Source: an optimization exercise on an open RTL-to-GDS flow (aim: small area and a short achievable clock period). Production flows keep margins and buffers that such runs may drop.
The RTL was checked by simulation tests, not by an equivalence proof against the original design.

==> 02-25 <==
// ntt_butterfly
module ntt_butterfly
#(
    parameter REG_SIZE = 23
)
(
    input  wire                 clk,
    input  wire                 reset_n,
    input  wire                 zeroize,
    input  wire [2:0]           mode,
    input  wire                 accumulate,
    input  wire                 mlkem,
    input  wire  [REG_SIZE-1:0] opu_i,
    input  wire  [REG_SIZE-1:0] opv_i,
    input  wire  [REG_SIZE-1:0] opw_i,
    output logic [REG_SIZE-1:0] u_o,
    output logic [REG_SIZE-1:0] v_o,
    output logic [REG_SIZE-1:0] pwm_res_o,
    output logic [REG_SIZE-1:0] pairwm_mul_red_o
);
    localparam [2:0] CT = 3'd0, GS = 3'd1, PWM = 3'd2, PWA = 3'd3, PWS = 3'd4, PAIRWM = 3'd5;
    logic [2:0] mode_r;
    logic       mlkem_r;
    always_ff @(posedge clk or negedge reset_n) begin
        if (!reset_n) begin
            mode_r <= '0; mlkem_r <= 1'b0;
        end else if (zeroize) begin
            mode_r <= '0; mlkem_r <= 1'b0;
        end else begin
            mode_r <= mode; mlkem_r <= mlkem;
        end
    end
    wire m_ct  = (mode_r == CT);
    wire m_gs  = (mode_r == GS);
    wire m_pwm = (mode_r == PWM);
    wire m_pwa = (mode_r == PWA);
    wire m_pws = (mode_r == PWS);
    wire [24:0] q1  = mlkem_r ? 25'd3329 : 25'd8380417;
    wire [22:0] hq  = mlkem_r ? 23'd1665 : 23'd4190209;        
    wire [24:0] qn  = mlkem_r ? (25'h1000000 - 25'd3329 + 25'h1000000) : (25'h1000000 - 25'd8380417 + 25'h1000000);
    logic [22:0] c_d, red;
    wire         share = m_ct | m_pwm;
    wire [22:0]  hu = {1'b0, opu_i[22:1]} + (opu_i[0] ? hq : 23'd0);
    wire [22:0]  hv = {1'b0, opv_i[22:1]} + (opv_i[0] ? hq : 23'd0);
    wire [22:0]  ax = share ? c_d : m_gs ? hu : opu_i;
    wire [22:0]  ay = share ? red : m_gs ? hv : opv_i;
    wire [24:0] s_a = {2'b0, ax} + {2'b0, ay};                  
    wire [24:0] s_m = {2'b0, ax} + {2'b0, ay} + qn;             
    wire [24:0] d_a = {2'b0, ax} + {2'b11, ~ay} + 25'd1;        
    wire [24:0] d_p = {2'b0, ax} + {2'b11, ~ay} + 25'd1 + q1;   
    wire [22:0] addm = s_m[24] ? s_a[22:0] : s_m[22:0];        
    wire [22:0] subm = d_a[24] ? d_p[22:0] : d_a[22:0];        
  ...
clock: 13.0 ns
lec_check: 0
cap_margin: 20
core_margin: 2
core_utilization: 40
slew_margin: 20
standard.sh (not shown) runs the stock make flow with config.mk's settings and CLKGATE_MAP_FILE= SYNTH_SCRIPT=/design/flow/synth_recipe.tcl, a recipe that flattens the netlist after the stock synthesis.
==> flow/flow/run.sh <==
#!/bin/bash
# Standard layout, with repair_timing aiming for a larger setup slack margin.
set -euo pipefail
bash standard.sh SETUP_SLACK_MARGIN=6 finish > standard.log 2>&1
==> inputs of 07-07, as changes to 02-25 <==
==> flow/run.sh (new file) <==
#!/bin/bash
# synth_recipe.tcl (not shown) runs the flow's synth.tcl, then flattens the netlist and writes it again
# the make line also repeats each setting of config.mk as NAME=value (left out here)
make -C /OpenROAD-flow-scripts/flow DESIGN_CONFIG=/design/flow/config.mk WORK_HOME=/design/flow/orfs CLKGATE_MAP_FILE= SYNTH_SCRIPT=/design/flow/synth_recipe.tcl finish
--- a/flow/config.mk
+++ b/flow/config.mk
@@ -6,6 +6,7 @@
 export NUM_CORES = 4
 export LEC_CHECK = 0
 export CAP_MARGIN = 20
 export CORE_MARGIN = 2
 export CORE_UTILIZATION = 40
+export SETUP_SLACK_MARGIN = 5
 export SLEW_MARGIN = 20
removed: flow/flow/run.sh
removed: flow/standard.sh
==> inputs of 11-26, as changes to 02-25 <==
--- a/flow/design.v
+++ b/flow/design.v
@@ -37,14 +37,12 @@
     wire [24:0] q1  = mlkem_r ? 25'd3329 : 25'd8380417;
     wire [22:0] hq  = mlkem_r ? 23'd1665 : 23'd4190209;        
     wire [24:0] qn  = mlkem_r ? (25'h1000000 - 25'd3329 + 25'h1000000) : (25'h1000000 - 25'd8380417 + 25'h1000000);
     logic [22:0] c_d, red;
     wire         share = m_ct | m_pwm;
-    wire [22:0]  hu = {1'b0, opu_i[22:1]} + (opu_i[0] ? hq : 23'd0);
-    wire [22:0]  hv = {1'b0, opv_i[22:1]} + (opv_i[0] ? hq : 23'd0);
-    wire [22:0]  ax = share ? c_d : m_gs ? hu : opu_i;
-    wire [22:0]  ay = share ? red : m_gs ? hv : opv_i;
+    wire [22:0]  ax = share ? c_d : opu_i;
+    wire [22:0]  ay = share ? red : opv_i;
     wire [24:0] s_a = {2'b0, ax} + {2'b0, ay};                  
     wire [24:0] s_m = {2'b0, ax} + {2'b0, ay} + qn;             
     wire [24:0] d_a = {2'b0, ax} + {2'b11, ~ay} + 25'd1;        
     wire [24:0] d_p = {2'b0, ax} + {2'b11, ~ay} + 25'd1 + q1;   
     wire [22:0] addm = s_m[24] ? s_a[22:0] : s_m[22:0];        
@@ -1978,19 +1976,21 @@
     wire [26:0] cm2 = {cm2_52, cm2_50, cm2_48, cm2_46, cm2_44, cm2_42, cm2_40, cm2_38, cm2_36, cm2_34, cm2_32, cm2_30, cm2_28, cm2_26, cm2_24, cm2_22, cm2_20, cm2_18, cm2_16, cm2_14, cm2_12, cm2_10, cm2_8, cm2_6, cm2_4, cm2_2, cm2_0} + {cm2_51, cm2_49, cm2_47, cm2_45, cm2_43, cm2_41, cm2_39, cm2_37, cm2_35, cm2_33, cm2_31, cm2_29, cm2_27, cm2_25, cm2_23, cm2_21, cm2_19, cm2_17, cm2_15, cm2_13, cm2_11, cm2_9, cm2_7, cm2_5, cm2_3, cm2_1, 1'b0};
     wire [26:0] c00 = t_s + t_c;
     assign red = !cm2[26] ? cm2[22:0] :
                  !cm1[26] ? cm1[22:0] :
                  !c00[26] ? c00[22:0] : cp1[22:0];
+    wire [22:0] hc = {1'b0, c_d[22:1]} + (c_d[0] ? hq : 23'd0);
+    wire [22:0] hr = {1'b0, red[22:1]} + (red[0] ? hq : 23'd0);
     logic [22:0] uo_r, vo_r;
     always_ff @(posedge clk or negedge reset_n) begin
         if (!reset_n) begin
             uo_r <= '0; vo_r <= '0;
         end else if (zeroize) begin
             uo_r <= '0; vo_r <= '0;
         end else begin
-            uo_r <= m_gs ? c_d : addm;
-            vo_r <= m_gs ? red : subm;
+            uo_r <= m_gs ? hc : addm;
+            vo_r <= m_gs ? hr : subm;
         end
     end
     wire en_uv   = (mode == CT) || (mode == GS);
     wire en_c    = (mode == PWA) || (mode == PWS);
     wire en_acc  = (mode == PWM) && !mlkem &&  accumulate;
==> flow/run.sh (new file) <==
#!/bin/bash
# synth_recipe.tcl (not shown) runs the flow's synth.tcl, then flattens the netlist and writes it again
# the make line also repeats each setting of config.mk as NAME=value (left out here)
make -C /OpenROAD-flow-scripts/flow DESIGN_CONFIG=/design/flow/config.mk WORK_HOME=/design/flow/orfs CLKGATE_MAP_FILE= SYNTH_SCRIPT=/design/flow/synth_recipe.tcl finish
--- a/flow/config.mk
+++ b/flow/config.mk
@@ -6,6 +6,7 @@
 export NUM_CORES = 4
 export LEC_CHECK = 0
 export CAP_MARGIN = 20
 export CORE_MARGIN = 2
 export CORE_UTILIZATION = 40
+export SETUP_SLACK_MARGIN = 5
 export SLEW_MARGIN = 20
removed: flow/flow/run.sh
removed: flow/standard.sh
==> notes.md <==
quantity	02-25	11-26	07-07
HPWL reported at the end of detailed placement	116 mm	108 mm	115 mm
Detailed-routing wirelength on met1	64.7 mm	62.9 mm	62.3 mm
Setup crit start	opv_i[1]	mlkem_r	opv_i[11]
Post-CTS setup buffers	343	51	121
Worst Setup Slack, final	4910 ps	4750 ps	4830 ps
Vias in the first global route	37800	34400	36100
Area share of fa/ha/maj cells after synthesis	27.7%	28.0%	27.7%
Run status	timing/DRC/antenna clean	failed layout checks	timing/DRC/antenna clean
Layout check failures	-	max-capacitance violations, max-slew violations	-
Count of non-filler cells in the finished layout	6496	6093	6151
Number of non-clock inverters in the layout	533	563	533
Vias	39000	36400	37000
Stages on worst setup path	32	35	30
Number of cells traversed by the worst register-to-register path	38	35	39

========
==> trial 83 <==
Another version of the RTL of ntt_butterfly (not shown whole).
clock: 13.0 ns
lec_check: 0
cap_margin: 20
core_margin: 2
core_utilization: 40
slew_margin: 20
run.sh (not shown) runs the stock make flow with config.mk's settings and CLKGATE_MAP_FILE= SYNTH_SCRIPT=/design/flow/synth_recipe.tcl, a recipe that flattens the netlist after the stock synthesis.
Stock flow here: none of the scripts above is used.
==> build 23: changes against trial 83 <==
--- a/flow/config.mk
+++ b/flow/config.mk
@@ -7,2 +7,3 @@
 export LEC_CHECK = 0
+export ABC_CLOCK_PERIOD_IN_PS = 5000
 export CAP_MARGIN = 20
@@ -10,2 +11,3 @@
 export CORE_UTILIZATION = 40
+export SETUP_SLACK_MARGIN = 5
 export SLEW_MARGIN = 20
==> trial 3: changes against trial 83 <==
==> flow/flow/run.sh (new file) <==
#!/bin/bash
# Standard layout, with repair_timing aiming for a larger setup slack margin.
set -euo pipefail
bash standard.sh SETUP_SLACK_MARGIN=7 finish > standard.log 2>&1
==> flow/standard.sh (new file) <==
#!/bin/bash
# synth_recipe.tcl (not shown) runs the flow's synth.tcl, then flattens the netlist and writes it again
# the make line also repeats each setting of config.mk as NAME=value (left out here)
make -C /OpenROAD-flow-scripts/flow DESIGN_CONFIG=/design/flow/config.mk WORK_HOME=/design/flow/orfs CLKGATE_MAP_FILE= SYNTH_SCRIPT=/design/flow/synth_recipe.tcl "${@:-finish}"
removed: flow/run.sh
==> build 85: changes against trial 83 <==
--- a/flow/config.mk
+++ b/flow/config.mk
@@ -7,2 +7,3 @@
 export LEC_CHECK = 0
+export ABC_CLOCK_PERIOD_IN_PS = 5000
 export CAP_MARGIN = 20
==> summary of the runs <==
Worst hold slack: build 85 is better than trial 3 (0.00063 ns).
Final cell count: trial 83 is lower than trial 3 (about 9%).
First-iteration DRC count is the same in trial 83 and build 85.
Of trial 83 and trial 3, trial 3 has the higher register-to-register slack (gap 3.3 ns).
==> figures <==
Status: trial 83 finished clean; build 85 finished clean; build 23 finished clean; trial 3 finished clean
Post-detail-place hpwl: trial 83 117000 microns; build 85 117000 microns; build 23 119000 microns; trial 3 118000 microns
R2R depth: trial 83 33; build 85 33; build 23 35; trial 3 40
Number of cells on the critical path: trial 83 33; build 85 33; build 23 35; trial 3 40
Global routing met1 resource utilization: trial 83 42.2%; build 85 42.2%; build 23 43.9%; trial 3 45.7%
Actual transition at the worst max-transition pin: trial 83 1.21 ns; build 85 1.21 ns; build 23 1.32 ns; trial 3 1.24 ns
Multi-input gate area in the final layout: trial 83 29600 sq um; build 85 29600 sq um; build 23 33000 sq um; trial 3 36000 sq um
Routed metal-1 wire length: trial 83 64700 microns; build 85 64700 microns; build 23 66600 microns; trial 3 69500 microns
Hold Path End: trial 83 c_d[1]; build 85 c_d[1]; build 23 uo_r[5]; trial 3 uo_r[5]
Number of logic inverters in the finished layout: trial 83 543; build 85 543; build 23 545; trial 3 546
Slowest cell delay on critical path: trial 83 0.92 ns; build 85 0.92 ns; build 23 0.61 ns; trial 3 0.62 ns
Unrepaired setup endpoints after global routing: trial 83 no; build 85 no; build 23 yes; trial 3 yes

========
==> v18 <==
ntt_butterfly, a different RTL version from the one above (not shown whole).
Settings: LEC_CHECK=0, ABC_AREA=1, CAP_MARGIN=20, CORE_MARGIN=2, CORE_UTILIZATION=40, SETUP_SLACK_MARGIN=5, SLEW_MARGIN=20; clock period 13.0 ns.
Stock flow here: none of the scripts above is used.
==> v15 (differences from v18) <==
==> flow/flow/run.sh (new file) <==
#!/bin/bash
# Standard layout, with repair_timing aiming for a larger setup slack margin.
set -euo pipefail
bash standard.sh SETUP_SLACK_MARGIN=6.5 finish > standard.log 2>&1
==> flow/standard.sh (new file) <==
#!/bin/bash
# synth_recipe.tcl (not shown) runs the flow's synth.tcl, then flattens the netlist and writes it again
# the make line also repeats each setting of config.mk as NAME=value (left out here)
make -C /OpenROAD-flow-scripts/flow DESIGN_CONFIG=/design/flow/config.mk WORK_HOME=/design/flow/orfs CLKGATE_MAP_FILE= SYNTH_SCRIPT=/design/flow/synth_recipe.tcl "${@:-finish}"
--- a/flow/config.mk
+++ b/flow/config.mk
@@ -10,4 +10,3 @@
 export CORE_MARGIN = 2
 export CORE_UTILIZATION = 40
-export SETUP_SLACK_MARGIN = 5
 export SLEW_MARGIN = 20
removed: flow/run.sh
==> results.tsv <==
metric	value	unit
status	timing/DRC/antenna clean	
Seq area share	9.69	%
WP buf/inv	5	
Tmin final	7.70	ns
clk latency of the worst-skew pair	0.59	ns
Area after DPL	0.0418	mm²
diodes inserted	0	
Crit. path cell count	30	
starting DRC count in detailed routing	4466	
Data required, critical path	13.41	ns
The numbers above come from v15.

==> results.tsv <==
metric	value	unit
status	timing/DRC/antenna clean	
Data required, critical path	13.45	ns
Crit. path cell count	29	
Tmin final	7.81	ns
WP buf/inv	9	
Seq area share	11.6	%
Min-Delay Path Class	reg -> reg	
starting DRC count in detailed routing	4487	
clk latency of the worst-skew pair	0.61	ns
diodes inserted	1	
Area after DPL	0.0412	mm²
The numbers above come from v18.


========
==> 11-16 <==
ntt_butterfly again, from the RTL that the note above started with.
clock: 13.0 ns
lec_check: 0
abc_area: 1
cap_margin: 20
core_margin: 2
core_utilization: 40
setup_slack_margin: 5
slew_margin: 20
standard.sh (not shown) runs the stock make flow with config.mk's settings and CLKGATE_MAP_FILE= SYNTH_SCRIPT=/design/flow/synth_recipe.tcl, a recipe that flattens the netlist after the stock synthesis.
==> flow/flow/run.sh <==
#!/bin/bash
# Standard layout; the port buffers use the smallest buffer cell (the resizer
# still upsizes any that timing or slew needs).
set -euo pipefail
bash standard.sh "BUFFER_PORTS_ARGS=-buffer_cell sky130_fd_sc_hd__buf_1" finish > standard.log 2>&1
==> 05-01: changes against 11-16 <==
==> flow/flow/run.sh (replaced) <==
#!/bin/bash
# Standard layout; the port buffers use the smallest buffer cell (the resizer
# still upsizes any that timing or slew needs).
set -euo pipefail
bash standard.sh SETUP_SLACK_MARGIN=5.5 "BUFFER_PORTS_ARGS=-buffer_cell sky130_fd_sc_hd__buf_1" finish > standard.log 2>&1
--- a/flow/config.mk
+++ b/flow/config.mk
@@ -7,7 +7,8 @@
 export LEC_CHECK = 0
 export ABC_AREA = 1
 export CAP_MARGIN = 20
 export CORE_MARGIN = 2
 export CORE_UTILIZATION = 40
+export CTS_BUF_LIST = sky130_fd_sc_hd__clkbuf_4 sky130_fd_sc_hd__clkbuf_8
 export SETUP_SLACK_MARGIN = 5
 export SLEW_MARGIN = 20
==> 11-07: changes against 11-16 <==
--- a/flow/design.v
+++ b/flow/design.v
@@ -45,21 +45,21 @@
     wire [24:0] s_m = {2'b0, ax} + {2'b0, ay} + qn;             
     wire [24:0] d_a = {2'b0, ax} + {2'b11, ~ay} + 25'd1;        
     wire [24:0] d_p = {2'b0, ax} + {2'b11, ~ay} + 25'd1 + q1;   
     wire [22:0] addm = s_m[24] ? s_a[22:0] : s_m[22:0];        
     wire [22:0] subm = d_a[24] ? d_p[22:0] : d_a[22:0];        
-    wire [22:0] a_n = m_ct ? opv_i : m_gs ? subm : opu_i;
-    wire [22:0] b_n = (m_ct | m_gs) ? opw_i : opv_i;
+    wire [22:0] a_n = m_gs ? subm : opv_i;
+    wire [22:0] b_n = (m_ct | m_gs) ? opw_i : opu_i;
     logic [22:0] c_n;
     always_comb begin
         case (mode_r)
             CT:      c_n = opu_i;
             GS:      c_n = addm;
             PWM:     c_n = opw_i;
             PWA:     c_n = addm;
             PWS:     c_n = subm;
-            default: c_n = '0;
+            default: c_n = addm;           
         endcase
     end
     wire [24:0] bx = {1'b0, b_n, 1'b0};
     logic [11:0] bone_n, btwo_n, bneg_n;
     always_comb begin
==> notes.md <==
|  | 05-01 | 11-07 | 11-16 |
|---|---|---|---|
| Outcome | timing/DRC/antenna clean | timing/DRC/antenna clean | timing/DRC/antenna clean |
| Clock latency on the worst-skew pair | 690 ps | 600 ps | 640 ps |
| Startpoint of the most critical register-to-register path | bone_r[2] | a_r[22] | bone_r[3] |
| Width of the die | 313.8 µm | 311.7 µm | 313.8 µm |
| Area of the core | 0.09501 mm² | 0.09361 mm² | 0.09501 mm² |
| Clock buffer count | 55 | 36 | 36 |
| WHS | 469.0 ps | 474.4 ps | 476.0 ps |
| Layout cells sized above 1 | 0.1595 | 0.1050 | 0.1037 |
| Portion of synthesized cell area occupied by the leading cell type | 0.1762 | 0.1786 | 0.1762 |
| Resized cells post-CTS | 297 | 126 | 132 |
| Post-synthesis share of cell area spent on and, or, nand and nor gates | 0.2034 | 0.2014 | 0.2034 |
| Required time of the critical path | 13,510 ps | 13,460 ps | 13,450 ps |
| Pin count of the biggest net entering global routing | 71 | 70 | 70 |
| Share of the final layout cell area in multi-input gates | 0.6614 | 0.6614 | 0.6666 |
| Number of combinational gates with multiple inputs | 3,922 | 3,857 | 3,920 |
| Syn Nets | 6,198 | 6,096 | 6,198 |
| Final critical path time including I/O delays and setup | 7560 ps | 7842 ps | 7855 ps |
| Effective utilization at floorplan | 0.4042 | 0.4047 | 0.4042 |
| CP max stage cell | sky130_fd_sc_hd__fa_2 | sky130_fd_sc_hd__fa_1 | sky130_fd_sc_hd__fa_1 |

## static timing again, ports no longer ideal
Ports are ideal in the flow. The routed layouts listed here were re-timed in OpenROAD. Step 1: set_driving_cell puts a clkbuf_16 on clk and a buf_2 on each other input, an assumption about the parent block. Step 2 adds t to the input delays and takes it off the output delays; t is the mean of the earliest and latest rising clock arrival at the registers after step 1. Input paths then give back, and output paths get back, about the clock's delay inside the block. Slacks: no drivers / after step 1 / after step 2; pairs: no drivers / after step 1.
run | t, ns | slack for setup (ns) | worst setup path after step 2 | worst slew at a driven data input, ns
02-25 | 0.674 | 4.907 / 4.868 / 4.193 | input to register | 0.13
07-07 | 0.677 | 4.832 / 4.843 / 4.165 | input to register | 0.12
11-26 | 0.647 | 4.750 / 4.750 / 4.520 | input to register | 0.10
trial 83 | 0.641 | 1.557 / 1.557 / 1.557 | register to register | 0.04
build 23 | 0.659 | 4.686 / 4.686 / 4.617 | input to register | 0.13
trial 3 | 0.653 | 4.874 / 4.874 / 4.626 | input to register | 0.06
build 85 | 0.641 | 1.557 / 1.557 / 1.557 | register to register | 0.04
v18 | 0.664 | 5.187 / 5.187 / 4.921 | input to register | 0.05
v15 | 0.629 | 5.302 / 5.302 / 5.302 | register to register | 0.06
11-16 | 0.672 | 5.145 / 5.145 / 5.145 | register to register | 0.04
05-01 | 0.722 | 5.440 / 5.440 / 5.440 | register to register | 0.04
11-07 | 0.652 | 5.158 / 5.158 / 5.158 | register to register | 0.05
The setup slack of 02-25, which loses most, moves by -0.039 ns with the drivers and by -0.714 ns with both steps.
